What follows belongs to an exercise in optimizing a design on an open flow for small area, a short achievable clock period and few clock cycles; a production flow would make more cautious choices.
RTL that was checked went through simulation tests only; none was proved equivalent to the original.
Function not checked in run 1: the RTL went through the layout flow alone.
The clock port is modelled as an ideal driver, which makes a skipped or thinned clock tree look cheaper than it is; a real chip needs a root buffer or a tree.

## flow/design.v (module list and top-level ports; edited modules follow where they fit)
// module csi_fa: 7 lines
// module csi_ha: 7 lines
// module csi_top: 892 lines
module csi_top (
	input  logic        clk,
	input  logic        rst_n,
	input  logic        start,
	output logic [17:0] sram_addr,
	output logic [15:0] sram_wdata,
	output logic        sram_we_n,
	input  logic [15:0] sram_rdata,
	output logic        done
);
  // ...
==> flow/flow/run.sh <==
#!/bin/bash
# Standard ORFS layout with buf_2 port buffers, clock tree options below, and
# timing repair aimed at a 4.3 ns path delay. The constraints stay the design's.
set -euo pipefail
bash standard.sh "BUFFER_PORTS_ARGS=-buffer_cell sky130_fd_sc_hd__buf_2" SETUP_SLACK_MARGIN=12.7 \
  "CTS_ARGS=-sink_clustering_enable -repair_clock_nets -sink_clustering_size 30 -sink_clustering_max_diameter 100 -dont_use_dummy_load -sink_clustering_levels 1" \
  finish > flow.log 2>&1
==> flow/standard.sh <==
#!/bin/bash
# synth_recipe.tcl (not shown) runs the flow's synth.tcl, then flattens the netlist and writes it again
# the make line also repeats each setting of config.mk as NAME=value (left out here)
make -C /OpenROAD-flow-scripts/flow DESIGN_CONFIG=/design/flow/config.mk WORK_HOME=/design/flow/orfs CLKGATE_MAP_FILE= SYNTH_SCRIPT=/design/flow/synth_recipe.tcl "${@:-finish}"
==> flow/config.mk <==
export PLATFORM = sky130hd
export DESIGN_NAME = csi_top
export DESIGN_NICKNAME = csi_top
export VERILOG_FILES = /design/flow/design.v
export SDC_FILE = /design/flow/constraint.sdc
export NUM_CORES = 4
export LEC_CHECK = 0
export CAP_MARGIN = 20
export CORE_MARGIN = 2
export CORE_UTILIZATION = 65
export CTS_CLUSTER_DIAMETER = 100
export CTS_CLUSTER_SIZE = 30
export PLACE_DENSITY = 0.75
export SLEW_MARGIN = 20
export SYNTH_HIERARCHICAL = 1
export SYNTH_MINIMUM_KEEP_SIZE = 0
==> flow/constraint.sdc <==
create_clock -name core_clock -period 17.0 [get_ports {clk}]
set_input_delay 3.4000 -clock core_clock [delete_from_list [all_inputs] [get_ports {clk}]]
set_output_delay 3.4000 -clock core_clock [all_outputs]
set_load 0.01 [all_outputs]
==> impl_summary.txt, run 1 <==
----------------------------------------------------
[Clocking]
  Clock tree from TritonCTS ... yes
  Clock-pin transition on the worst setup and hold timing paths ... 110 ps
  Clock sink count ... 314
  TritonCTS Buffers ... 15

[Place]
  Hpwl dp ... 31050 µm
  Placed Instances ... 1918
  Placement-stage worst setup slack ... 12700 ps

[Finish]
  Cell class ranked first by area ... multi-input combinational cells
  Multi-input combinational cell count ... 1043
  Count of non-filler cells in the finished layout ... 1934
  Number of fillers in the final layout ... 2107
  Most flops, register ... L
  Growth of design area from synthesis to finish ... 6.400%
  Core occupancy in the finished layout ... 70.49%

[Critical path]
  Cells traversed along the worst timing path ... inv_1, buf_2
  Type of the worst setup path ... reg2out
  Required time of the critical path ... 13600 ps
  Worst Path Max Fanout ... 1
  Critical Path Stages ... 2
  CP arrival ... 1050 ps
  Reg2Reg Launch Point ... t159

[Drt]
  Wire length the detailed router placed on met1 ... 17920 µm
  Wire per inst ... 20.55 µm
  DRC violation total after the first TritonRoute iteration ... 1061
  Number of vias in the routed layout ... 11512

[Floorplan]
  Placeable core area ... 28860 µm²

[Synth]
  Cell types occupying the most area after synthesis ... sky130_fd_sc_hd__fa_1 26%, sky130_fd_sc_hd__dfxtp_1 20%, sky130_fd_sc_hd__edfxtp_1 19%
  Main combinational cell family by area after synthesis ... adder cells
  Number of register bits inferred by synthesis ... 314
  Simple-gate portion of the synthesized area ... 7.343%

[Timing]
  Post-route minimum period ... 4448 ps

[Run status]
  Result of the run ... finished clean

[GRT]
  GR peak layer ... met2
  Global-route wire length before repair ... 64450 µm

----------------------------------------------------
==> inputs of run 2 (changes only) <==
--- a/flow/design.v
+++ b/flow/design.v
@@ -808,44 +808,44 @@
 endfunction
 wire [10:0] rb_h = rb_hs + rb_hc + {10'd0, rb_cy};
 wire [10:0] g_h  = g_hs + g_hc + {10'd0, g_cy};
 wire [7:0]  rb   = clip(rb_h);
 wire [7:0]  gg   = clip(g_h);
 logic [7:0] bbuf;
 always_ff @(posedge clk or negedge rst_n) begin
 	if (!rst_n) begin
-		run       <= 1'b0;
-		done      <= 1'b0;
+		run  <= 1'b0;
+		done <= 1'b0;
 		we   <= 1'b0;
 	end else begin
 		we   <= run & wact & (ph[1] | ph[3] | ph[4]);
 		if (!run) begin
 			if (start) begin
 				run  <= 1'b1;
 				done <= 1'b0;
 			end
 		end else if (ph[0] && c == C_END) begin
 			run  <= 1'b0;
 			done <= 1'b1;
 		end
 	end
 end
 always_ff @(posedge clk) begin
 	if (!run) begin
-		ph  <= 5'b00001;
-		c   <= 16'd0;
+		ph   <= 5'b00001;
+		c    <= 16'd0;
 		col  <= 8'd155;
 		head <= 1'b0;
 		t157 <= 1'b0;
 		t158 <= 1'b0;
 		t159 <= 1'b0;
 		tn2  <= 1'b1;
 		tn3  <= 1'b1;
-		wc  <= RGB_BASE[16:0];
+		wc   <= RGB_BASE[16:0];
 	end else begin
 		ph <= {ph[3:0], ph[4]};
 		if (ph[4]) begin
 			c    <= c_inc;
 			col  <= t159 ? 8'd0 : col_inc;
 			head <= t159;
 			t157 <= (col == 8'd156);
 			t158 <= t157;
==> impl_summary.txt, run 2 <==
----------------------------------------------------
[Drt]
  Number of detailed-route iterations in the first pass ... 5 (unchanged)
  Wire length the detailed router placed on met1 ... 17920 µm (unchanged)
  DRT Wirelength ... 39740 µm (unchanged)
  Wire per inst ... 20.55 µm (unchanged)
  DR vias/cell ... 5.952 (unchanged)
  Antenna-violating nets left ... 0 (unchanged)
  DRC violation total after the first TritonRoute iteration ... 1061 (unchanged)
  Number of vias in the routed layout ... 11512 (unchanged)
  Highest Signal Layer ... met5 (unchanged)
  Wire length on met2 ... 18720 µm (unchanged)
  Drc violations ... 0 (unchanged)
  Routed wire length on met3 ... 2370 µm (unchanged)

[Synth]
  Count of flip-flops with a built-in enable after synthesis ... 120 (unchanged)
  Synth warnings ... 8 (unchanged)
  Async set-reset flop share out of synthesis ... 0.9554% (unchanged)
  Cell count after synthesis ... 1506 (unchanged)
  Synthesized cell area ... 19120 µm² (unchanged)
  Fraction of synthesized cell area taken by the top area cell type ... 25.97% (unchanged)
  Library cell occupying the most area in the post-synthesis netlist ... sky130_fd_sc_hd__fa_1 (unchanged)
  Main flop type after synthesis ... sky130_fd_sc_hd__dfxtp_1 (unchanged)
  Cell types occupying the most area after synthesis ... sky130_fd_sc_hd__fa_1 26%, sky130_fd_sc_hd__dfxtp_1 20%, sky130_fd_sc_hd__edfxtp_1 19% (unchanged)
  Library cell with the highest instance count after synthesis ... sky130_fd_sc_hd__fa_1 (unchanged)
  Avg Synthesized Cell Area ... 12.69 µm² (unchanged)
  Number of register bits inferred by synthesis ... 314 (unchanged)
  Synth Net Count ... 1927 (unchanged)
  Sequential fraction of the synthesis area ... 39.24% (unchanged)
  Commonest cells in the synthesized netlist ... 248 x sky130_fd_sc_hd__fa_1, 191 x sky130_fd_sc_hd__dfxtp_1, 154 x sky130_fd_sc_hd__ha_1, 120 x sky130_fd_sc_hd__edfxtp_1, 109 x sky130_fd_sc_hd__inv_1 (unchanged)
  Netlist cell types ... 70 (unchanged)

[Timing]
  Final Max Slew Viols ... 0 (unchanged)
  Relative max-transition margin ... 32.14% (unchanged)
  Worst Hold Margin ... 405.1 ps (unchanged)
  Final Skew ... 72.78 ps (unchanged)
  Post-route minimum period ... 4448 ps (unchanged)
  Setup repair after global routing missed its margin ... true (unchanged)
  Fin crit share ... 26.17% (unchanged)
  Transition time at the pin with the least slew margin ... 1013 ps (unchanged)
  Count of final hold-check violations ... 0 (unchanged)
  Maximum frequency from static timing analysis ... 0.2248 GHz (unchanged)
  Final setup vio count ... 0 (unchanged)
  Final sum of negative setup slack ... 0 ps (unchanged)

[Clocking]
  # Post-CTS Setup Buffers ... 0 (unchanged)
  H-tree level count ... 1 (unchanged)
  Clock tree from TritonCTS ... yes (unchanged)
  Clock-pin transition on the worst setup and hold timing paths ... 110 ps (about the same)
  TritonCTS Buffers ... 15 (unchanged)
  CTS hold repair buffers ... 0 (unchanged)
  CTS Root Buffer Type ... sky130_fd_sc_hd__clkbuf_16 (unchanged)
  Maximum buffer depth of the clock tree ... 3 (unchanged)
  Clock sink count ... 314 (unchanged)
  Clock insertion delay at the later pin of the skew report ... 530 ps (about the same)

[GRT]
  Global-route wire length before repair ... 64450 µm (unchanged)
  Vias in the first global route ... 12065 (unchanged)
  Number of antenna violations at the first check in global routing ... 2 (unchanged)
  Global route total overflow ... 0 (unchanged)
  Maximum number of pins on one net before global-route repair ... 89 (unchanged)
  Total Routing Usage GR ... 27.00% (unchanged)

[Finish]
  Growth of design area from synthesis to finish ... 6.400% (unchanged)
  Share of cells above drive strength 1 ... 10.97% (unchanged)
  Core occupancy in the finished layout ... 70.49% (unchanged)
  Most frequent cells in the layout ... 248 x sky130_fd_sc_hd__fa_1, 171 x sky130_fd_sc_hd__dfxtp_1, 153 x sky130_fd_sc_hd__ha_1, 120 x sky130_fd_sc_hd__edfxtp_1, 108 x sky130_fd_sc_hd__inv_1 (unchanged)
  Most common library cell in the layout ignoring fill and taps ... sky130_fd_sc_hd__fa_1 (unchanged)
  Registers with the most flip-flops ... L x88, sram_addr x18, wc x17 (unchanged)
  Count of non-filler cells in the finished layout ... 1934 (unchanged)
  Flip-flop count of the largest register after layout ... 88 (unchanged)
  Most flops, register ... L (unchanged)
  Net total in the final layout ... 1972 (unchanged)

[Critical path]
  Required time of the critical path ... 13600 ps (about the same)
  Worst stage delay on the critical path ... 380 ps (about the same)
  FF-to-FF path depth ... 11 (unchanged)
  CP Capture Type ... output port (unchanged)
  Critical Path Source Type ... flop (unchanged)
  Startpoint of the worst setup timing path ... we (unchanged)
  Cells traversed along the worst timing path ... inv_1, buf_2 (unchanged)
  CP arrival ... 1050 ps (about the same)
  Worst Path Max Fanout ... 1 (unchanged)
  Reg2Reg Launch Point ... t159 (unchanged)
  Type of the worst setup path ... reg2out (unchanged)
  End of the critical path ... sram_we_n (unchanged)
  Worst reg2reg endpoint ... ic[7] (unchanged)
  Worst-path cell with the longest stage delay ... sky130_fd_sc_hd__dfrtp_1 (unchanged)

[Place]
  Input/output buffers ... 54 (unchanged)
  Last weighted congestion value of the routability-driven placer ... 0.9341 (unchanged)
  Placed Instances ... 1918 (unchanged)
  Hpwl dp ... 31050 µm (unchanged)

[Run status]
  Result of the run ... finished clean (unchanged)

[Floorplan]
  Number of rows in the core area ... 62 (unchanged)
  Area enclosed by the die boundary ... 30800 µm² (unchanged)
  Placeable core area ... 28860 µm² (unchanged)
  Initial Util ... 66.25% (unchanged)
  Die Y-Extent ... 175.5 µm (unchanged)
  I/O pin count ... 55 (unchanged)
  Die boundary width ... 175.5 µm (unchanged)

[Worst hold path]
  HP Class ... reg2reg (unchanged)

[Job]
  Count of maximum capacitance violations ... 0 (unchanged)

----------------------------------------------------
## run 2: cell counts in the layout (fill, tap and decap cells not counted)
Identical to the previous run, type by type.
## run 2: cells by family (layout without fill, tap and decap cells)
group           after synthesis  count (layout)  synth area share (%)
compound gates              215             215                 7.533
xor+xnor                     34              34                 1.558
fa+ha+maj                   402             402                 36.05
buf+inv                     149             192                 3.043
flops                       314             314                 39.24
mux                          95              95                 5.236
other cells                   0               1                     0
simple gates                297             297                 7.343
## run 2: cell type report
class                   count  area, µm²
multi-input cells        1043      11100
clock buffers              15      375.4
flip-flops and latches    314       7527
inverters                 111      416.7
fillers                  2107       8516
diodes                      1      2.502
repair buffers             66      440.4
well taps                 384      480.5
## run 2: how the worst min path moves through the flow
| stage | from | end | cells past startpoint |
|---|---|---|---|
| 2_1_floorplan | L[1][0] | L[2][0] | 0 |
| 3_3_place_gp | L[3][6] | L[4][6] | 0 |
| 3_5_place_dp | L[3][1] | L[4][1] | 0 |
| 4_1_cts | L[3][5] | L[4][5] | 0 |
| 5_1_grt | L[1][6] | L[2][6] | 0 |
| 6_report | L[3][5] | L[4][5] | 0 |
## run 2: layer usage
metal  up-vias  GRT usage [%]
li1       5277              -
met3        55          4.113
met5         -              0
met2       360          43.29
met4         2          5.716
met1      5818          39.73
## run 2: Yosys stat by module (local to each module, per instance)
module	area, µm²	flops+latches	copies in the design
csi_top	13420	314	1
csi_ha	12.51	0	67
csi_fa	20.02	0	243
## run 2: stage by stage
| step | setup slack [ps] | area, µm² |
|---|---|---|
| finish | 12550 | 20340 |
| global route | 12500 | 20340 |
| CTS | 12530 | 20210 |
| detailed placement | 12700 | 19830 |
| global placement | 12770 | 19820 |
| floorplan | 12970 | 19120 |
## run 2: repair_timing
| action | CTS | global route |
|---|---|---|
| endpoints found under the hold margin | 0 | 0 |
| setup endpoints to repair | 37 | 47 |
| resized for setup | 3 | 33 |
| pin swaps | 0 | 5 |
## run 2: worst max-delay path: cells and delay by family, from the launching register on
family                 cells  cell delay, ps
DFF                        1             380
buffers and inverters      2             170
Testbench counts of run 2, summed over its fixed seeds: cycles 2,304,324.
==> inputs of run 3 (changes only) <==
==> flow/flow/run.sh (replaced) <==
#!/bin/bash
# Standard ORFS layout with buf_2 port buffers, the clock tree options below with
# its branch-buffer level removed (flow/post_cts.tcl), and timing repair aimed
# at a 4.3 ns path delay. The constraints stay the design's (17 ns clock).
set -euo pipefail
here=$(pwd)
bash standard.sh "BUFFER_PORTS_ARGS=-buffer_cell sky130_fd_sc_hd__buf_2" SETUP_SLACK_MARGIN=12.7 \
  "CTS_ARGS=-sink_clustering_enable -repair_clock_nets -sink_clustering_size 30 -sink_clustering_max_diameter 100 -dont_use_dummy_load -sink_clustering_levels 1" \
  "POST_CTS_TCL=$here/flow/post_cts.tcl" \
  finish > flow.log 2>&1
==> flow/flow/post_cts.tcl (new file) <==
# Runs at the end of ORFS's CTS step (POST_CTS_TCL). TritonCTS puts one level of
# H-tree branch buffers between the root buffer and the sink-cluster buffers;
# this removes that level so the root buffer drives every cluster buffer
# directly. Every register keeps the same number of buffers (two) on its clock
# path, so the tree stays balanced; only the common insertion delay shrinks.
set block [ord::get_db_block]
set root [$block findInst clkbuf_0_clk]
if { $root == "NULL" } {
  puts "post_cts: no root buffer clkbuf_0_clk, tree left as is"
  return
}
set root_net [[$root findITerm X] getNet]
set removed 0
foreach it [$root_net getITerms] {
  set inst [$it getInst]
  if { $inst == $root } { continue }
  set name [$inst getName]
  if { ![string match "clkbuf_1_*" $name] } { continue }
  set out_net [[$inst findITerm X] getNet]
  foreach load [$out_net getITerms] {
    if { [$load getInst] == $inst } { continue }
    $load disconnect
    $load connect $root_net
  }
  [$inst findITerm A] disconnect
  [$inst findITerm X] disconnect
  odb::dbInst_destroy $inst
  odb::dbNet_destroy $out_net
  incr removed
}
puts "post_cts: removed $removed branch buffers; root drives [llength [$root_net getITerms]] pins"
estimate_parasitics -placement
report_clock_skew
==> impl_summary.txt, run 3 <==
----------------------------------------------------
[Run status]
  Result of the run ... finished clean (unchanged)

[Place]
  Hpwl dp ... 31050 µm (unchanged)
  Last weighted congestion value of the routability-driven placer ... 0.9341 (unchanged)
  Input/output buffers ... 54 (unchanged)

[Timing]
  Worst Hold Margin ... 403.2 ps (was 405.1 ps)
  Transition time at the pin with the least slew margin ... 1014 ps (was 1013 ps)
  Final setup vio count ... 0 (unchanged)
  Final sum of negative setup slack ... 0 ps (unchanged)
  Setup repair after global routing missed its margin ... true (unchanged)
  Post-route minimum period ... 4404 ps (was 4448 ps)
  Final Max Slew Viols ... 0 (unchanged)
  Final Skew ... 56.98 ps (was 72.78 ps)
  Count of final hold-check violations ... 0 (unchanged)
  Relative max-transition margin ... 32.13% (was 32.14%)
  Fin crit share ... 25.91% (was 26.17%)
  Maximum frequency from static timing analysis ... 0.2271 GHz (was 0.2248 GHz)

[Floorplan]
  Die Y-Extent ... 175.5 µm (unchanged)
  Placeable core area ... 28860 µm² (unchanged)
  I/O pin count ... 55 (unchanged)
  Die boundary width ... 175.5 µm (unchanged)
  Initial Util ... 66.25% (unchanged)
  Area enclosed by the die boundary ... 30800 µm² (unchanged)
  Number of rows in the core area ... 62 (unchanged)

[Drt]
  DRT Wirelength ... 39660 µm (was 39740 µm)
  Antenna-violating nets left ... 0 (unchanged)
  Drc violations ... 0 (unchanged)
  Wire per inst ... 20.53 µm (was 20.55 µm)
  Number of detailed-route iterations in the first pass ... 5 (unchanged)
  DRC violation total after the first TritonRoute iteration ... 1064 (was 1061)
  Number of vias in the routed layout ... 11520 (was 11512)
  DR vias/cell ... 5.963 (was 5.952)

[Critical path]
  CP Capture Type ... output port (unchanged)
  Required time of the critical path ... 13600 ps (about the same)
  Worst Path Max Fanout ... 1 (unchanged)
  CP arrival ... 1000 ps (was 1050 ps)
  Type of the worst setup path ... reg2out (unchanged)
  Worst reg2reg endpoint ... ic[7] (unchanged)
  Reg2Reg Launch Point ... t159 (unchanged)
  Critical Path Source Type ... flop (unchanged)
  FF-to-FF path depth ... 11 (unchanged)

[Worst hold path]
  HP Class ... reg2reg (unchanged)
  Launch instance of the worst min-delay path ... L[3][5] (unchanged)
  Hold endpoint ... L[4][5] (unchanged)
  Hold-critical path depth ... 0 (unchanged)

[Synth]
  Cell types occupying the most area after synthesis ... sky130_fd_sc_hd__fa_1 26%, sky130_fd_sc_hd__dfxtp_1 20%, sky130_fd_sc_hd__edfxtp_1 19% (unchanged)
  Synthesized cell area ... 19120 µm² (unchanged)
  Cell count after synthesis ... 1506 (unchanged)
  Library cell occupying the most area in the post-synthesis netlist ... sky130_fd_sc_hd__fa_1 (unchanged)
  Synth Net Count ... 1927 (unchanged)
  Synth warnings ... 8 (unchanged)
  Async set-reset flop share out of synthesis ... 0.9554% (unchanged)
  Fraction of synthesized cell area taken by the top area cell type ... 25.97% (unchanged)
  Netlist cell types ... 70 (unchanged)
  Number of register bits inferred by synthesis ... 314 (unchanged)
  Library cell with the highest instance count after synthesis ... sky130_fd_sc_hd__fa_1 (unchanged)
  Count of flip-flops with a built-in enable after synthesis ... 120 (unchanged)
  Avg Synthesized Cell Area ... 12.69 µm² (unchanged)
  Commonest cells in the synthesized netlist ... 248 x sky130_fd_sc_hd__fa_1, 191 x sky130_fd_sc_hd__dfxtp_1, 154 x sky130_fd_sc_hd__ha_1, 120 x sky130_fd_sc_hd__edfxtp_1, 109 x sky130_fd_sc_hd__inv_1 (unchanged)
  Main flop type after synthesis ... sky130_fd_sc_hd__dfxtp_1 (unchanged)
  Sequential fraction of the synthesis area ... 39.24% (unchanged)

[Clocking]
  Clock insertion delay at the later pin of the skew report ... 470 ps (was 530 ps)
  Clock sink count ... 314 (unchanged)
  Clock-pin transition on the worst setup and hold timing paths ... 110 ps (about the same)

[Finish]
  Most frequent cells in the layout ... 248 x sky130_fd_sc_hd__fa_1, 171 x sky130_fd_sc_hd__dfxtp_1, 153 x sky130_fd_sc_hd__ha_1, 120 x sky130_fd_sc_hd__edfxtp_1, 108 x sky130_fd_sc_hd__inv_1 (unchanged)
  Most flops, register ... L (unchanged)
  Number of fillers in the final layout ... 2113 (was 2107)
  Registers with the most flip-flops ... L x88, sram_addr x18, wc x17 (unchanged)
  Most common library cell in the layout ignoring fill and taps ... sky130_fd_sc_hd__fa_1 (unchanged)
  Net total in the final layout ... 1970 (was 1972)
  Core occupancy in the finished layout ... 70.32% (was 70.49%)
  Growth of design area from synthesis to finish ... 6.139% (was 6.400%)
  Flip-flop count of the largest register after layout ... 88 (unchanged)
  Share of cells above drive strength 1 ... 10.86% (was 10.97%)

[GRT]
  Global-route wire length before repair ... 64360 µm (was 64450 µm)
  Global route total overflow ... 0 (unchanged)
  Number of antenna violations at the first check in global routing ... 2 (unchanged)
  Total Routing Usage GR ... 27.56% (was 27.00%)
  Vias in the first global route ... 12045 (was 12065)
  Maximum number of pins on one net before global-route repair ... 89 (unchanged)

[Job]
  Count of maximum capacitance violations ... 0 (unchanged)

----------------------------------------------------
run 3: cell counts after synthesis:
Identical to the previous run, type by type.
run 3: layout make-up:
cell class	count	area [µm²]	area share, %
multi-input combinational	1043	11100	54.70
sequential	314	7527	37.09
tap	384	480.5	2.368
timing repair buffer	66	440.4	2.170
inverter	111	416.7	2.053
clock buffer	13	325.3	1.603
antenna	1	2.502	0.01233
run 3: through the flow:
step | cells | area [µm²] | setup slack, ps
floorplan | 1506 | 19120 | 12970
detailed placement | 1918 | 19830 | 12700
global route | 1931 | 20290 | 12540
finish | 1932 | 20290 | 12600
global placement | 1917 | 19820 | 12770
run 3: logic make-up (layout without fill, tap and decap cells):
logic type	after synthesis	in the layout	share of synthesized area, %
AO/OA/AOI/OAI	215	215	7.533
buffers and inverters	149	190	3.043
multiplexers	95	95	5.236
AND/OR/NAND/NOR	297	297	7.343
flip-flops	314	314	39.24
adder cells (fa/ha/maj)	402	402	36.05
XOR/XNOR	34	34	1.558
other	0	1	0
run 3: worst max-delay path by stage:
stage / from / endpoint / depth (start not counted)
after floorplan: ib[2] / gnu[7] / 13
after global placement: ib[2] / gnu[7] / 13
after detailed placement: ib[2] / gnu[7] / 13
after global routing: we / sram_we_n / 2
final: we / sram_we_n / 2
run 3: routing by layer:
metal / up-vias / global-route usage, % / share of wire [%]
li1: 5275 / - / -
met1: 5812 / 39.74 / 45
met2: 370 / 43.29 / 47
met3: 61 / 5.303 / 5.9
met4: 2 / 7.782 / 1.9
met5: - / 0 / 0.033
run 3: worst max-delay path, cell delays in order (launching register included):
cell and delay [ps]:
sky130_fd_sc_hd__dfrtp_1 380, sky130_fd_sc_hd__inv_1 50, sky130_fd_sc_hd__buf_2 110
run 3: modules after synthesis, one instance, submodules excluded:
| module | cells inside | area (µm²) | times used |
|---|---|---|---|
| csi_fa | 1 | 20.02 | 243 |
| csi_top | 1196 | 13420 | 1 |
| csi_ha | 1 | 12.51 | 67 |
==> inputs of run 4 (changes only) <==
==> flow/flow/post_cts.tcl (replaced) <==
# Runs at the end of ORFS's CTS step (POST_CTS_TCL). TritonCTS builds
# clk -> root buffer -> H-tree branch buffers -> sink-cluster buffers -> registers.
# This removes the branch-buffer level and splits the root into $nroot buffers,
# each driven by the clock port and driving the cluster buffers of one sector of
# the die. Every register keeps the same two buffers on its clock path, so the
# tree stays balanced; only the common insertion delay shrinks.
set nroot 3
set block [ord::get_db_block]
set root [$block findInst clkbuf_0_clk]
if { $root == "NULL" } {
  puts "post_cts: no root buffer clkbuf_0_clk, tree left as is"
  return
}
set clk_net [[$root findITerm A] getNet]
set root_net [[$root findITerm X] getNet]

# 1. root drives the cluster buffers directly
foreach it [$root_net getITerms] {
  set inst [$it getInst]
  if { $inst == $root } { continue }
  if { ![string match "clkbuf_1_*" [$inst getName]] } { continue }
  set out_net [[$inst findITerm X] getNet]
  foreach load [$out_net getITerms] {
    if { [$load getInst] == $inst } { continue }
    $load disconnect
    $load connect $root_net
  }
  [$inst findITerm A] disconnect
  [$inst findITerm X] disconnect
  odb::dbInst_destroy $inst
  odb::dbNet_destroy $out_net
}

# 2. split the cluster buffers into sectors around their centroid
set leaves {}
set sx 0
set sy 0
foreach it [$root_net getITerms] {
  set inst [$it getInst]
  if { $inst == $root } { continue }
  set b [$inst getBBox]
  set x [expr { ([$b xMin] + [$b xMax]) / 2.0 }]
  set y [expr { ([$b yMin] + [$b yMax]) / 2.0 }]
  lappend leaves [list $it $x $y]
  set sx [expr { $sx + $x }]
  set sy [expr { $sy + $y }]
}
set n [llength $leaves]
set cx [expr { $sx / $n }]
set cy [expr { $sy / $n }]
set sorted {}
foreach l $leaves {
  lappend sorted [list [expr { atan2([lindex $l 2] - $cy, [lindex $l 1] - $cx) }] {*}$l]
}
set sorted [lsort -real -index 0 $sorted]
set master [[ord::get_db] findMaster sky130_fd_sc_hd__clkbuf_16]
for { set g 1 } { $g < $nroot } { incr g } {
  set lo [expr { $g * $n / $nroot }]
  set hi [expr { ($g + 1) * $n / $nroot }]
  set grp [lrange $sorted $lo [expr { $hi - 1 }]]
  set gx 0
  set gy 0
  foreach l $grp {
    set gx [expr { $gx + [lindex $l 2] }]
    set gy [expr { $gy + [lindex $l 3] }]
  }
  set gx [expr { int($gx / [llength $grp]) }]
  set gy [expr { int($gy / [llength $grp]) }]
  set buf [odb::dbInst_create $block $master "clkbuf_0_${g}_clk"]
  set net [odb::dbNet_create $block "clknet_0_${g}_clk"]
  $net setSigType CLOCK
  $buf setLocation $gx $gy
  $buf setPlacementStatus PLACED
  [$buf findITerm A] connect $clk_net
  [$buf findITerm X] connect $net
  foreach l $grp {
    set it [lindex $l 1]
    $it disconnect
    $it connect $net
  }
}
# group 0 stays on the original root
detailed_placement
check_placement -verbose
estimate_parasitics -placement
puts "post_cts: $nroot root buffers for $n cluster buffers"
report_clock_skew
==> impl_summary.txt, run 4 <==
----------------------------------------------------
[Drt]
  DRC violation total after the first TritonRoute iteration ... 994 (was 1064)
  Antenna-violating nets left ... 0 (unchanged)
  DRT Wirelength ... 39730 µm (was 39660 µm)
  Drc violations ... 0 (unchanged)
  Number of detailed-route iterations in the first pass ... 5 (unchanged)
  Number of vias in the routed layout ... 11562 (was 11520)
  Wire per inst ... 20.54 µm (was 20.53 µm)
  DR vias/cell ... 5.978 (was 5.963)

[Synth]
  Main flop type after synthesis ... sky130_fd_sc_hd__dfxtp_1 (unchanged)
  Async set-reset flop share out of synthesis ... 0.9554% (unchanged)
  Synth warnings ... 8 (unchanged)
  Library cell occupying the most area in the post-synthesis netlist ... sky130_fd_sc_hd__fa_1 (unchanged)
  Sequential fraction of the synthesis area ... 39.24% (unchanged)
  Commonest cells in the synthesized netlist ... 248 x sky130_fd_sc_hd__fa_1, 191 x sky130_fd_sc_hd__dfxtp_1, 154 x sky130_fd_sc_hd__ha_1, 120 x sky130_fd_sc_hd__edfxtp_1, 109 x sky130_fd_sc_hd__inv_1 (unchanged)
  Library cell with the highest instance count after synthesis ... sky130_fd_sc_hd__fa_1 (unchanged)
  Netlist cell types ... 70 (unchanged)
  Cell count after synthesis ... 1506 (unchanged)
  Cell types occupying the most area after synthesis ... sky130_fd_sc_hd__fa_1 26%, sky130_fd_sc_hd__dfxtp_1 20%, sky130_fd_sc_hd__edfxtp_1 19% (unchanged)
  Synth Net Count ... 1927 (unchanged)
  Avg Synthesized Cell Area ... 12.69 µm² (unchanged)
  Synthesized cell area ... 19120 µm² (unchanged)
  Fraction of synthesized cell area taken by the top area cell type ... 25.97% (unchanged)
  Count of flip-flops with a built-in enable after synthesis ... 120 (unchanged)
  Number of register bits inferred by synthesis ... 314 (unchanged)

[GRT]
  Number of antenna violations at the first check in global routing ... 2 (unchanged)
  Maximum number of pins on one net before global-route repair ... 89 (unchanged)
  Total Routing Usage GR ... 27.16% (was 27.56%)
  Vias in the first global route ... 12073 (was 12045)
  Global-route wire length before repair ... 64390 µm (was 64360 µm)
  Global route total overflow ... 0 (unchanged)

[Finish]
  Growth of design area from synthesis to finish ... 5.988% (was 6.139%)
  Share of cells above drive strength 1 ... 10.33% (was 10.86%)
  Most common library cell in the layout ignoring fill and taps ... sky130_fd_sc_hd__fa_1 (unchanged)
  Flip-flop count of the largest register after layout ... 88 (unchanged)
  Core occupancy in the finished layout ... 70.22% (was 70.32%)
  Registers with the most flip-flops ... L x88, sram_addr x18, wc x17 (unchanged)
  Most flops, register ... L (unchanged)
  Net total in the final layout ... 1972 (was 1970)
  Most frequent cells in the layout ... 248 x sky130_fd_sc_hd__fa_1, 182 x sky130_fd_sc_hd__dfxtp_1, 153 x sky130_fd_sc_hd__ha_1, 120 x sky130_fd_sc_hd__edfxtp_1, 108 x sky130_fd_sc_hd__inv_1 (was 248 x sky130_fd_sc_hd__fa_1, 171 x sky130_fd_sc_hd__dfxtp_1, 153 x sky130_fd_sc_hd__ha_1, 120 x sky130_fd_sc_hd__edfxtp_1, 108 x sky130_fd_sc_hd__inv_1)

[Run status]
  Result of the run ... finished clean (unchanged)

[Clocking]
  Clock insertion delay at the later pin of the skew report ... 350 ps (was 470 ps)
  Clock sink count ... 314 (unchanged)
  Clock-pin transition on the worst setup and hold timing paths ... 110 ps (about the same)

[Timing]
  Post-route minimum period ... 4277 ps (was 4404 ps)
  Count of final hold-check violations ... 0 (unchanged)
  Final sum of negative setup slack ... 0 ps (unchanged)
  Maximum frequency from static timing analysis ... 0.2338 GHz (was 0.2271 GHz)
  Relative max-transition margin ... 33.86% (was 32.13%)
  Fin crit share ... 25.16% (was 25.91%)
  Final Max Slew Viols ... 0 (unchanged)
  Setup repair after global routing missed its margin ... true (unchanged)
  Final Skew ... 60.11 ps (was 56.98 ps)
  Final worst-path setup slack ... 12720 ps (was 12600 ps)
  Final setup vio count ... 0 (unchanged)
  Transition time at the pin with the least slew margin ... 987.8 ps (was 1014 ps)

[Critical path]
  Worst Path Max Fanout ... 1 (unchanged)
  CP arrival ... 880 ps (was 1000 ps)
  Worst stage delay on the critical path ... 380 ps (about the same)
  Critical Path Source Type ... flop (unchanged)
  Required time of the critical path ... 13600 ps (about the same)
  CP Capture Type ... output port (unchanged)
  Cells traversed along the worst timing path ... inv_1, buf_2 (unchanged)
  Type of the worst setup path ... reg2out (unchanged)
  Worst-path cell with the longest stage delay ... sky130_fd_sc_hd__dfrtp_1 (unchanged)

[Place]
  Placement-stage worst setup slack ... 12700 ps (unchanged)
  Input/output buffers ... 54 (unchanged)
  Hpwl dp ... 31050 µm (unchanged)
  Last weighted congestion value of the routability-driven placer ... 0.9341 (unchanged)

[Floorplan]
  Number of rows in the core area ... 62 (unchanged)
  Placeable core area ... 28860 µm² (unchanged)
  I/O pin count ... 55 (unchanged)
  Area enclosed by the die boundary ... 30800 µm² (unchanged)
  Initial Util ... 66.25% (unchanged)
  Die boundary width ... 175.5 µm (unchanged)
  Die Y-Extent ... 175.5 µm (unchanged)

[Job]
  Count of maximum capacitance violations ... 0 (unchanged)

[Worst hold path]
  HP Class ... reg2reg (unchanged)

----------------------------------------------------
==> run 4: cell types whose count changed in the layout (fill, tap and decap cells not counted) <==
cell	delta
sky130_fd_sc_hd__dfxtp_1	+11
sky130_fd_sc_hd__a21oi_2	+1
sky130_fd_sc_hd__dfxtp_2	-11
sky130_fd_sc_hd__buf_6	-11
sky130_fd_sc_hd__a21oi_1	-1
sky130_fd_sc_hd__clkbuf_16	+2
sky130_fd_sc_hd__buf_2	+11
==> run 4: final cells by class, clock buffers not listed <==
cell class | count | area [µm²]
Multi-Input combinational cell | 1043 | 11100
Buffer | 2 | 50.05
Timing Repair Buffer | 66 | 371.6
Tap cell | 384 | 480.5
Sequential cell | 314 | 7513
Fill cell | 2115 | 8594
Inverter | 111 | 416.7
Antenna cell | 1 | 2.502
==> run 4: metal layers <==
layer	track usage (%)	up-vias	wire length, µm
met5	0	-	13
met4	6.577	2	791
met3	4.221	60	2356
met2	43.29	377	18830
met1	39.77	5849	17730
li1	-	5274	-
==> run 4: final timing paths <==
path | from | to | depth (start not counted)
min in group asynchronous | rst_n | we | 1
min | L[3][5] | L[4][5] | 0
min reg2reg | L[3][5] | L[4][5] | 0
max in group asynchronous | rst_n | run | 1
max reg2reg | t159 | ic[7] | 11
max | we | sram_we_n | 2
==> run 4: cell families after synthesis <==
family | after synthesis | share of synthesized area (%)
fa+ha+maj | 402 | 36.05
flops | 314 | 39.24
simple gates | 297 | 7.343
compound gates | 215 | 7.533
buf+inv | 149 | 3.043
mux | 95 | 5.236
xor+xnor | 34 | 1.558
==> run 4: per-module statistics from Yosys (local to each module, per instance) <==
module | times used | cell area, µm² | flops+latches
csi_fa | 243 | 20.02 | 0
csi_ha | 67 | 12.51 | 0
csi_top | 1 | 13420 | 314
==> run 4: critical path: cells and delay by family, from the launching register on <==
family	cells	cell delay, ps
buffers and inverters	2	170
flip-flops	1	380
==> run 4: stage by stage <==
step	cells	instance area [µm²]	hold WS [ps]
after floorplan	1506	19120	400.3
after global placement	1917	19820	401.8
after detailed placement	1918	19830	405.7
after global routing	1933	20260	409.6
final	1934	20260	402.2
==> inputs of run 5 (changes only) <==
--- a/flow/config.mk
+++ b/flow/config.mk
@@ -9,6 +9,6 @@
 export CORE_MARGIN = 2
-export CORE_UTILIZATION = 65
+export CORE_UTILIZATION = 75
 export CTS_CLUSTER_DIAMETER = 100
 export CTS_CLUSTER_SIZE = 30
-export PLACE_DENSITY = 0.75
+export PLACE_DENSITY = 0.85
 export SLEW_MARGIN = 20
==> impl_summary.txt, run 5 <==
----------------------------------------------------
[Run status]
  Result of the run ... finished clean (unchanged)

[Finish]
  Most common library cell in the layout ignoring fill and taps ... sky130_fd_sc_hd__fa_1 (unchanged)
  Net total in the final layout ... 1968 (was 1972)
  Registers with the most flip-flops ... L x88, sram_addr x18, wc x17 (unchanged)
  Share of cells above drive strength 1 ... 10.36% (was 10.33%)
  Most flops, register ... L (unchanged)
  Growth of design area from synthesis to finish ... 5.471% (was 5.988%)
  Count of non-filler cells in the finished layout ... 1875 (was 1934)
  Flip-flop count of the largest register after layout ... 88 (unchanged)
  Most frequent cells in the layout ... 248 x sky130_fd_sc_hd__fa_1, 179 x sky130_fd_sc_hd__dfxtp_1, 153 x sky130_fd_sc_hd__ha_1, 120 x sky130_fd_sc_hd__edfxtp_1, 107 x sky130_fd_sc_hd__inv_1 (was 248 x sky130_fd_sc_hd__fa_1, 182 x sky130_fd_sc_hd__dfxtp_1, 153 x sky130_fd_sc_hd__ha_1, 120 x sky130_fd_sc_hd__edfxtp_1, 108 x sky130_fd_sc_hd__inv_1)
  Diode insertion count for antenna repair ... 0 (was 1)

[Critical path]
  Worst path top cell family by delay ... flip-flops (unchanged)
  Worst Path Max Fanout ... 1 (unchanged)
  Cells traversed along the worst timing path ... inv_1, buf_2 (unchanged)
  CP arrival ... 890 ps (was 880 ps)
  Critical Path Source Type ... flop (unchanged)
  CP bufs+invs ... 2 (unchanged)
  Worst stage delay on the critical path ... 390 ps (was 380 ps)
  Type of the worst setup path ... reg2out (unchanged)
  Required time of the critical path ... 13600 ps (about the same)
  CP Capture Type ... output port (unchanged)
  Worst-path cell with the longest stage delay ... sky130_fd_sc_hd__dfrtp_1 (unchanged)

[Timing]
  Transition time at the pin with the least slew margin ... 1093 ps (was 987.8 ps)
  Final worst-path setup slack ... 12710 ps (was 12720 ps)
  Relative max-transition margin ... 27.11% (was 33.86%)
  Maximum frequency from static timing analysis ... 0.2331 GHz (was 0.2338 GHz)
  Final Max Slew Viols ... 0 (unchanged)
  Final setup vio count ... 0 (unchanged)
  Setup repair after global routing missed its margin ... true (unchanged)
  Count of final hold-check violations ... 0 (unchanged)
  Final Skew ... 53.64 ps (was 60.11 ps)
  Final sum of negative setup slack ... 0 ps (unchanged)
  Fin crit share ... 25.23% (was 25.16%)
  Post-route minimum period ... 4289 ps (was 4277 ps)

[Synth]
  Cell count after synthesis ... 1506 (unchanged)
  Netlist cell types ... 70 (unchanged)
  Library cell with the highest instance count after synthesis ... sky130_fd_sc_hd__fa_1 (unchanged)
  Synthesized cell area ... 19120 µm² (unchanged)
  Fraction of synthesized cell area taken by the top area cell type ... 25.97% (unchanged)
  Count of flip-flops with a built-in enable after synthesis ... 120 (unchanged)
  Async set-reset flop share out of synthesis ... 0.9554% (unchanged)
  Number of register bits inferred by synthesis ... 314 (unchanged)
  Synth Net Count ... 1927 (unchanged)
  Avg Synthesized Cell Area ... 12.69 µm² (unchanged)
  Commonest cells in the synthesized netlist ... 248 x sky130_fd_sc_hd__fa_1, 191 x sky130_fd_sc_hd__dfxtp_1, 154 x sky130_fd_sc_hd__ha_1, 120 x sky130_fd_sc_hd__edfxtp_1, 109 x sky130_fd_sc_hd__inv_1 (unchanged)
  Library cell occupying the most area in the post-synthesis netlist ... sky130_fd_sc_hd__fa_1 (unchanged)
  Sequential fraction of the synthesis area ... 39.24% (unchanged)
  Cell types occupying the most area after synthesis ... sky130_fd_sc_hd__fa_1 26%, sky130_fd_sc_hd__dfxtp_1 20%, sky130_fd_sc_hd__edfxtp_1 19% (unchanged)
  Main flop type after synthesis ... sky130_fd_sc_hd__dfxtp_1 (unchanged)
  Synth warnings ... 8 (unchanged)

[Drt]
  Antenna-violating nets left ... 0 (unchanged)
  Wire per inst ... 22.21 µm (was 20.54 µm)
  DR vias/cell ... 6.349 (was 5.978)
  Drc violations ... 0 (unchanged)
  DRT Wirelength ... 41640 µm (was 39730 µm)
  Number of vias in the routed layout ... 11904 (was 11562)
  DRC violation total after the first TritonRoute iteration ... 1179 (was 994)
  Number of detailed-route iterations in the first pass ... 5 (unchanged)

[GRT]
  Total Routing Usage GR ... 33.14% (was 27.16%)
  Maximum number of pins on one net before global-route repair ... 89 (unchanged)
  Vias in the first global route ... 12726 (was 12073)
  Global-route wire length before repair ... 67060 µm (was 64390 µm)
  Global route total overflow ... 0 (unchanged)
  Number of antenna violations at the first check in global routing ... 0 (was 2)

[Clocking]
  Clock sink count ... 314 (unchanged)
  Clock-pin transition on the worst setup and hold timing paths ... 110 ps (about the same)
  Clock insertion delay at the later pin of the skew report ... 350 ps (about the same)

[Floorplan]
  I/O pin count ... 55 (unchanged)
  Initial Util ... 76.14% (was 66.25%)
  Die boundary width ... 163.7 µm (was 175.5 µm)
  Number of rows in the core area ... 58 (was 62)
  Die Y-Extent ... 163.7 µm (was 175.5 µm)
  Placeable core area ... 25110 µm² (was 28860 µm²)
  Area enclosed by the die boundary ... 26780 µm² (was 30800 µm²)

[Worst hold path]
  HP Class ... reg2reg (unchanged)

[Place]
  Placed Instances ... 1860 (was 1918)
  Hpwl dp ... 32050 µm (was 31050 µm)
  Placement-stage worst setup slack ... 12620 ps (was 12700 ps)
  Last weighted congestion value of the routability-driven placer ... 0.9344 (was 0.9341)
  Input/output buffers ... 54 (unchanged)

[Job]
  Count of maximum capacitance violations ... 0 (unchanged)

----------------------------------------------------
[run 5: cell counts after synthesis]
No cell type changed its count.
[run 5: logic make-up after synthesis]
| logic type | after synthesis | share of synthesized area, % |
|---|---|---|
| fa+ha+maj | 402 | 36.05 |
| flops | 314 | 39.24 |
| simple gates | 297 | 7.343 |
| compound gates | 215 | 7.533 |
| buf+inv | 149 | 3.043 |
| mux | 95 | 5.236 |
| xor+xnor | 34 | 1.558 |
[run 5: Yosys stat by module, one instance, submodules excluded]
module   flops+latches  times used  cell area [µm²]
csi_fa               0         243            20.02
csi_top            314           1            13420
csi_ha               0          67            12.51
[run 5: area by class of cell, clock buffers not listed]
type | instances | area (µm²)
plain buffers | 2 | 50.05
fillers | 1460 | 4945
inverters | 111 | 416.7
multi-input cells | 1043 | 11110
flip-flops and latches | 314 | 7525
well taps | 330 | 412.9
repair buffers | 63 | 354.1
[run 5: per-stage QoR]
step           area (µm²)  util, %  hold slack (ps)
6_report            20160    80.31            398.7
5_1_grt             20160    80.31            409.8
3_5_place_dp        19730    78.57            404.5
3_3_place_gp        19720    78.53            401.1
2_1_floorplan       19120        -            400.3
[run 5: worst paths after layout]
kind                            slack (ps)  depth (start not counted)  startpoint        end
worst max-delay path                 12710                          2          we  sram_we_n
worst min-delay path                   400                          0     L[3][0]    L[4][0]
worst max register to register       12820                         11     L[4][0]      ic[7]
worst min register to register         400                          0     L[3][0]    L[4][0]
max in group asynchronous            14060                          1       rst_n       done
min in group asynchronous             2840                          1       rst_n        run
[run 5: routing by layer]
layer	GRT usage, %	wire (µm)	vias up
met5	0	0	-
met4	9.689	1118	0
met3	5.967	3338	86
met2	54.37	20150	508
met1	45.98	17030	6045
li1	-	-	5265
[run 5: worst reg2reg max path, cell delays in order, from the launching register on]
cell                       delay (ps)
sky130_fd_sc_hd__edfxtp_1         480
sky130_fd_sc_hd__nand2_1           90
sky130_fd_sc_hd__o21ai_0          150
sky130_fd_sc_hd__a221o_1          330
sky130_fd_sc_hd__ha_1             210
sky130_fd_sc_hd__fa_1             380
sky130_fd_sc_hd__fa_1             400
sky130_fd_sc_hd__fa_1             390
sky130_fd_sc_hd__fa_1             400
sky130_fd_sc_hd__fa_1             420
sky130_fd_sc_hd__fa_1             400
sky130_fd_sc_hd__fa_1             430
==> inputs of run 6 (changes only) <==
==> flow/flow/run.sh (replaced) <==
#!/bin/bash
# Standard ORFS layout with buf_2 port buffers, the clock tree options below with
# its branch-buffer level removed (flow/post_cts.tcl), and timing repair aimed
# at a 4.2 ns path delay. The constraints stay the design's (17 ns clock).
set -euo pipefail
here=$(pwd)
bash standard.sh "BUFFER_PORTS_ARGS=-buffer_cell sky130_fd_sc_hd__buf_2" SETUP_SLACK_MARGIN=12.8 MATCH_CELL_FOOTPRINT=0 \
  "CTS_ARGS=-sink_clustering_enable -repair_clock_nets -sink_clustering_size 24 -sink_clustering_max_diameter 100 -dont_use_dummy_load -sink_clustering_levels 1" \
  "POST_CTS_TCL=$here/flow/post_cts.tcl" \
  finish > flow.log 2>&1
--- a/flow/config.mk
+++ b/flow/config.mk
@@ -9,6 +9,6 @@
 export CORE_MARGIN = 2
-export CORE_UTILIZATION = 75
+export CORE_UTILIZATION = 65
 export CTS_CLUSTER_DIAMETER = 100
 export CTS_CLUSTER_SIZE = 30
-export PLACE_DENSITY = 0.85
+export PLACE_DENSITY = 0.75
 export SLEW_MARGIN = 20
==> impl_summary.txt, run 6 <==
----------------------------------------------------
[Critical path]
  Worst stage delay on the critical path ... 370 ps (was 390 ps)
  Required time of the critical path ... 13600 ps (about the same)
  Worst-path cell with the longest stage delay ... sky130_fd_sc_hd__dfrtp_1 (unchanged)
  Worst Path Max Fanout ... 1 (unchanged)
  Cells traversed along the worst timing path ... inv_1, buf_2 (unchanged)
  CP Capture Type ... output port (unchanged)
  Reg2Reg Launch Point ... t158 (was L[4][0])
  Startpoint of the worst setup timing path ... we (unchanged)
  CP arrival ... 880 ps (was 890 ps)
  FF-to-FF path depth ... 11 (unchanged)
  Critical Path Source Type ... flop (unchanged)
  Type of the worst setup path ... reg2out (unchanged)

[Place]
  Input/output buffers ... 54 (unchanged)
  Last weighted congestion value of the routability-driven placer ... 0.9341 (was 0.9344)
  Placement-stage worst setup slack ... 12700 ps (was 12620 ps)
  Hpwl dp ... 31050 µm (was 32050 µm)

[GRT]
  Global-route wire length before repair ... 64560 µm (was 67060 µm)
  Maximum number of pins on one net before global-route repair ... 89 (unchanged)
  Number of antenna violations at the first check in global routing ... 2 (was 0)
  Vias in the first global route ... 12124 (was 12726)
  Global route total overflow ... 0 (unchanged)
  Total Routing Usage GR ... 27.26% (was 33.14%)

[Synth]
  Main flop type after synthesis ... sky130_fd_sc_hd__dfxtp_1 (unchanged)
  Portion of netlist area occupied by mux cells ... 5.236% (unchanged)
  Async set-reset flop share out of synthesis ... 0.9554% (unchanged)
  Sequential fraction of the synthesis area ... 39.24% (unchanged)
  Commonest cells in the synthesized netlist ... 248 x sky130_fd_sc_hd__fa_1, 191 x sky130_fd_sc_hd__dfxtp_1, 154 x sky130_fd_sc_hd__ha_1, 120 x sky130_fd_sc_hd__edfxtp_1, 109 x sky130_fd_sc_hd__inv_1 (unchanged)
  Main combinational cell family by area after synthesis ... adder cells (unchanged)
  Compound-gate portion of the synthesized area ... 7.533% (unchanged)
  Post-Synth XOR/XNOR Area ... 1.558% (unchanged)
  Simple-gate portion of the synthesized area ... 7.343% (unchanged)
  Synth warnings ... 8 (unchanged)
  Post-synthesis share of cell area spent on full adders, half adders and majority gates ... 36.05% (unchanged)
  Avg Synthesized Cell Area ... 12.69 µm² (unchanged)
  Cell count after synthesis ... 1506 (unchanged)
  Number of register bits inferred by synthesis ... 314 (unchanged)
  Cell types occupying the most area after synthesis ... sky130_fd_sc_hd__fa_1 26%, sky130_fd_sc_hd__dfxtp_1 20%, sky130_fd_sc_hd__edfxtp_1 19% (unchanged)
  Synthesized cell area ... 19120 µm² (unchanged)
  Netlist cell types ... 70 (unchanged)
  Synth Net Count ... 1927 (unchanged)
  Library cell occupying the most area in the post-synthesis netlist ... sky130_fd_sc_hd__fa_1 (unchanged)
  Count of flip-flops with a built-in enable after synthesis ... 120 (unchanged)
  Library cell with the highest instance count after synthesis ... sky130_fd_sc_hd__fa_1 (unchanged)
  Fraction of synthesized cell area taken by the top area cell type ... 25.97% (unchanged)

[Floorplan]
  Placeable core area ... 28860 µm² (was 25110 µm²)
  Number of rows in the core area ... 62 (was 58)
  I/O pin count ... 55 (unchanged)
  Area enclosed by the die boundary ... 30800 µm² (was 26780 µm²)
  Initial Util ... 66.25% (was 76.14%)
  Die boundary width ... 175.5 µm (was 163.7 µm)
  Die Y-Extent ... 175.5 µm (was 163.7 µm)

[Finish]
  Most common library cell in the layout ignoring fill and taps ... sky130_fd_sc_hd__fa_1 (unchanged)
  Most flops, register ... L (unchanged)
  Net total in the final layout ... 1980 (was 1968)
  Share of cells above drive strength 1 ... 12.20% (was 10.36%)
  Number of fillers in the final layout ... 2077 (was 1460)
  Flip-flop count of the largest register after layout ... 88 (unchanged)
  Growth of design area from synthesis to finish ... 7.304% (was 5.471%)
  Registers with the most flip-flops ... L x88, sram_addr x18, wc x17 (unchanged)
  Most frequent cells in the layout ... 247 x sky130_fd_sc_hd__fa_1, 169 x sky130_fd_sc_hd__dfxtp_1, 148 x sky130_fd_sc_hd__ha_1, 120 x sky130_fd_sc_hd__edfxtp_1, 106 x sky130_fd_sc_hd__inv_1 (was 248 x sky130_fd_sc_hd__fa_1, 179 x sky130_fd_sc_hd__dfxtp_1, 153 x sky130_fd_sc_hd__ha_1, 120 x sky130_fd_sc_hd__edfxtp_1, 107 x sky130_fd_sc_hd__inv_1)

[Worst hold path]
  HP Class ... reg2reg (unchanged)
  Hold-critical path depth ... 0 (unchanged)
  Launch instance of the worst min-delay path ... L[3][7] (was L[3][0])

[Clocking]
  Clock insertion delay at the later pin of the skew report ... 350 ps (about the same)
  Clock-pin transition on the worst setup and hold timing paths ... 100 ps (was 110 ps)
  Clock sink count ... 314 (unchanged)

[Drt]
  Antenna-violating nets left ... 0 (unchanged)
  Number of detailed-route iterations in the first pass ... 5 (unchanged)
  Drc violations ... 0 (unchanged)
  Number of vias in the routed layout ... 11616 (was 11904)
  DRC violation total after the first TritonRoute iteration ... 936 (was 1179)
  DRT Wirelength ... 40150 µm (was 41640 µm)
  DR vias/cell ... 5.981 (was 6.349)
  Wire per inst ... 20.67 µm (was 22.21 µm)

[Timing]
  Final worst-path setup slack ... 12720 ps (was 12710 ps)
  Post-route minimum period ... 4280 ps (was 4289 ps)
  Transition time at the pin with the least slew margin ... 1003 ps (was 1093 ps)
  Final setup vio count ... 0 (unchanged)
  Fin crit share ... 25.18% (was 25.23%)
  Maximum frequency from static timing analysis ... 0.2336 GHz (was 0.2331 GHz)
  Setup repair after global routing missed its margin ... true (unchanged)
  Final Max Slew Viols ... 0 (unchanged)
  Relative max-transition margin ... 32.81% (was 27.11%)
  Count of final hold-check violations ... 0 (unchanged)
  Final sum of negative setup slack ... 0 ps (unchanged)
  Final Skew ... 57.91 ps (was 53.64 ps)

[Run status]
  Result of the run ... finished clean (unchanged)

[Job]
  Count of maximum capacitance violations ... 0 (unchanged)

----------------------------------------------------
## run 6: final timing paths
kind / slack, ps / endpoint
setup / recovery: 12720 / sram_we_n
hold / removal: 380 / L[4][7]
setup reg to reg: 12910 / ic[7]
hold reg to reg: 380 / L[4][7]
max in group asynchronous: 14070 / done
min in group asynchronous: 2830 / we
## run 6: kinds of logic (layout without fill, tap and decap cells)
| kind of cell | after synthesis | after routing |
|---|---|---|
| mux | 95 | 95 |
| buf+inv | 149 | 200 |
| xor+xnor | 34 | 34 |
| fa+ha+maj | 402 | 402 |
| simple gates | 297 | 297 |
| flops | 314 | 314 |
| compound gates | 215 | 215 |
| other cells | 0 | 1 |
## run 6: cell type report, clock buffers not listed
cell class              instances  area (µm²)  share of cell area (%)
well taps                     384       480.5                   2.342
diodes                          1       2.502                 0.01220
plain buffers                   2       50.05                  0.2440
flip-flops and latches        314        7542                   36.77
multi-input cells            1043       11160                   54.41
repair buffers                 72       485.5                   2.366
inverters                     111       416.7                   2.031
## run 6: metal layers
| layer | share of wire [%] | track usage (%) | vias up |
|---|---|---|---|
| met4 | 2.0 | 6.715 | 2 |
| met2 | 48 | 43.72 | 371 |
| li1 | - | - | 5289 |
| met1 | 45 | 39.49 | 5891 |
| met5 | 0.032 | 0 | - |
| met3 | 5.9 | 4.394 | 63 |
## run 6: modules after synthesis, one instance, submodules excluded
module / times used / cells / flops+latches
csi_ha: 67 / 1 / 0
csi_top: 1 / 1196 / 314
csi_fa: 243 / 1 / 0
## run 6: worst max-delay path: cells and delay by family, from the launching register on
| kind | cells | cell delay [ps] |
|---|---|---|
| DFF | 1 | 370 |
| buffers and inverters | 2 | 170 |
## run 6: per-stage QoR
stage | area (µm²) | hold slack (ps) | instances | util [%]
global route | 20510 | 391.8 | 1941 | 71.08
finish | 20510 | 375.3 | 1942 | 71.09
floorplan | 19120 | 400.3 | 1506 | -
detailed placement | 19830 | 405.7 | 1918 | 68.72
global placement | 19820 | 401.8 | 1917 | 68.67

port drivers added, routing unchanged:
No port has a modelled driver above. Below, the same layouts with a new extraction and two added sets of constraints.
Step 1, drivers: a clkbuf_16 drives clk and a buf_2 each remaining input, both assumed.
Step 2, shift: input delay + t, output delay - t, t = (earliest + latest rising clock arrival at the registers) / 2. This alone moves slack from input paths to output paths.
a / b / c = ideal / step 1 / step 2; a / b = the first two.
run | t, ns | slack for setup (ns) | slew at the worst register clock pin (ns) | cell pins on the clock port's net
run 1 | 0.542 | 12.552 / 12.501 / 12.793 | 0.12 / 0.12 | 1
run 2 | 0.542 | 12.552 / 12.501 / 12.793 | 0.12 / 0.12 | 1
run 3 | 0.492 | 12.596 / 12.546 / 12.796 | 0.12 / 0.12 | 1
run 4 | 0.399 | 12.723 / 12.644 / 12.808 | 0.12 / 0.12 | 3
run 5 | 0.401 | 12.711 / 12.637 / 12.822 | 0.11 / 0.11 | 3
run 6 | 0.398 | 12.720 / 12.644 / 12.906 | 0.10 / 0.10 | 3
After both steps every run listed still meets setup and hold.
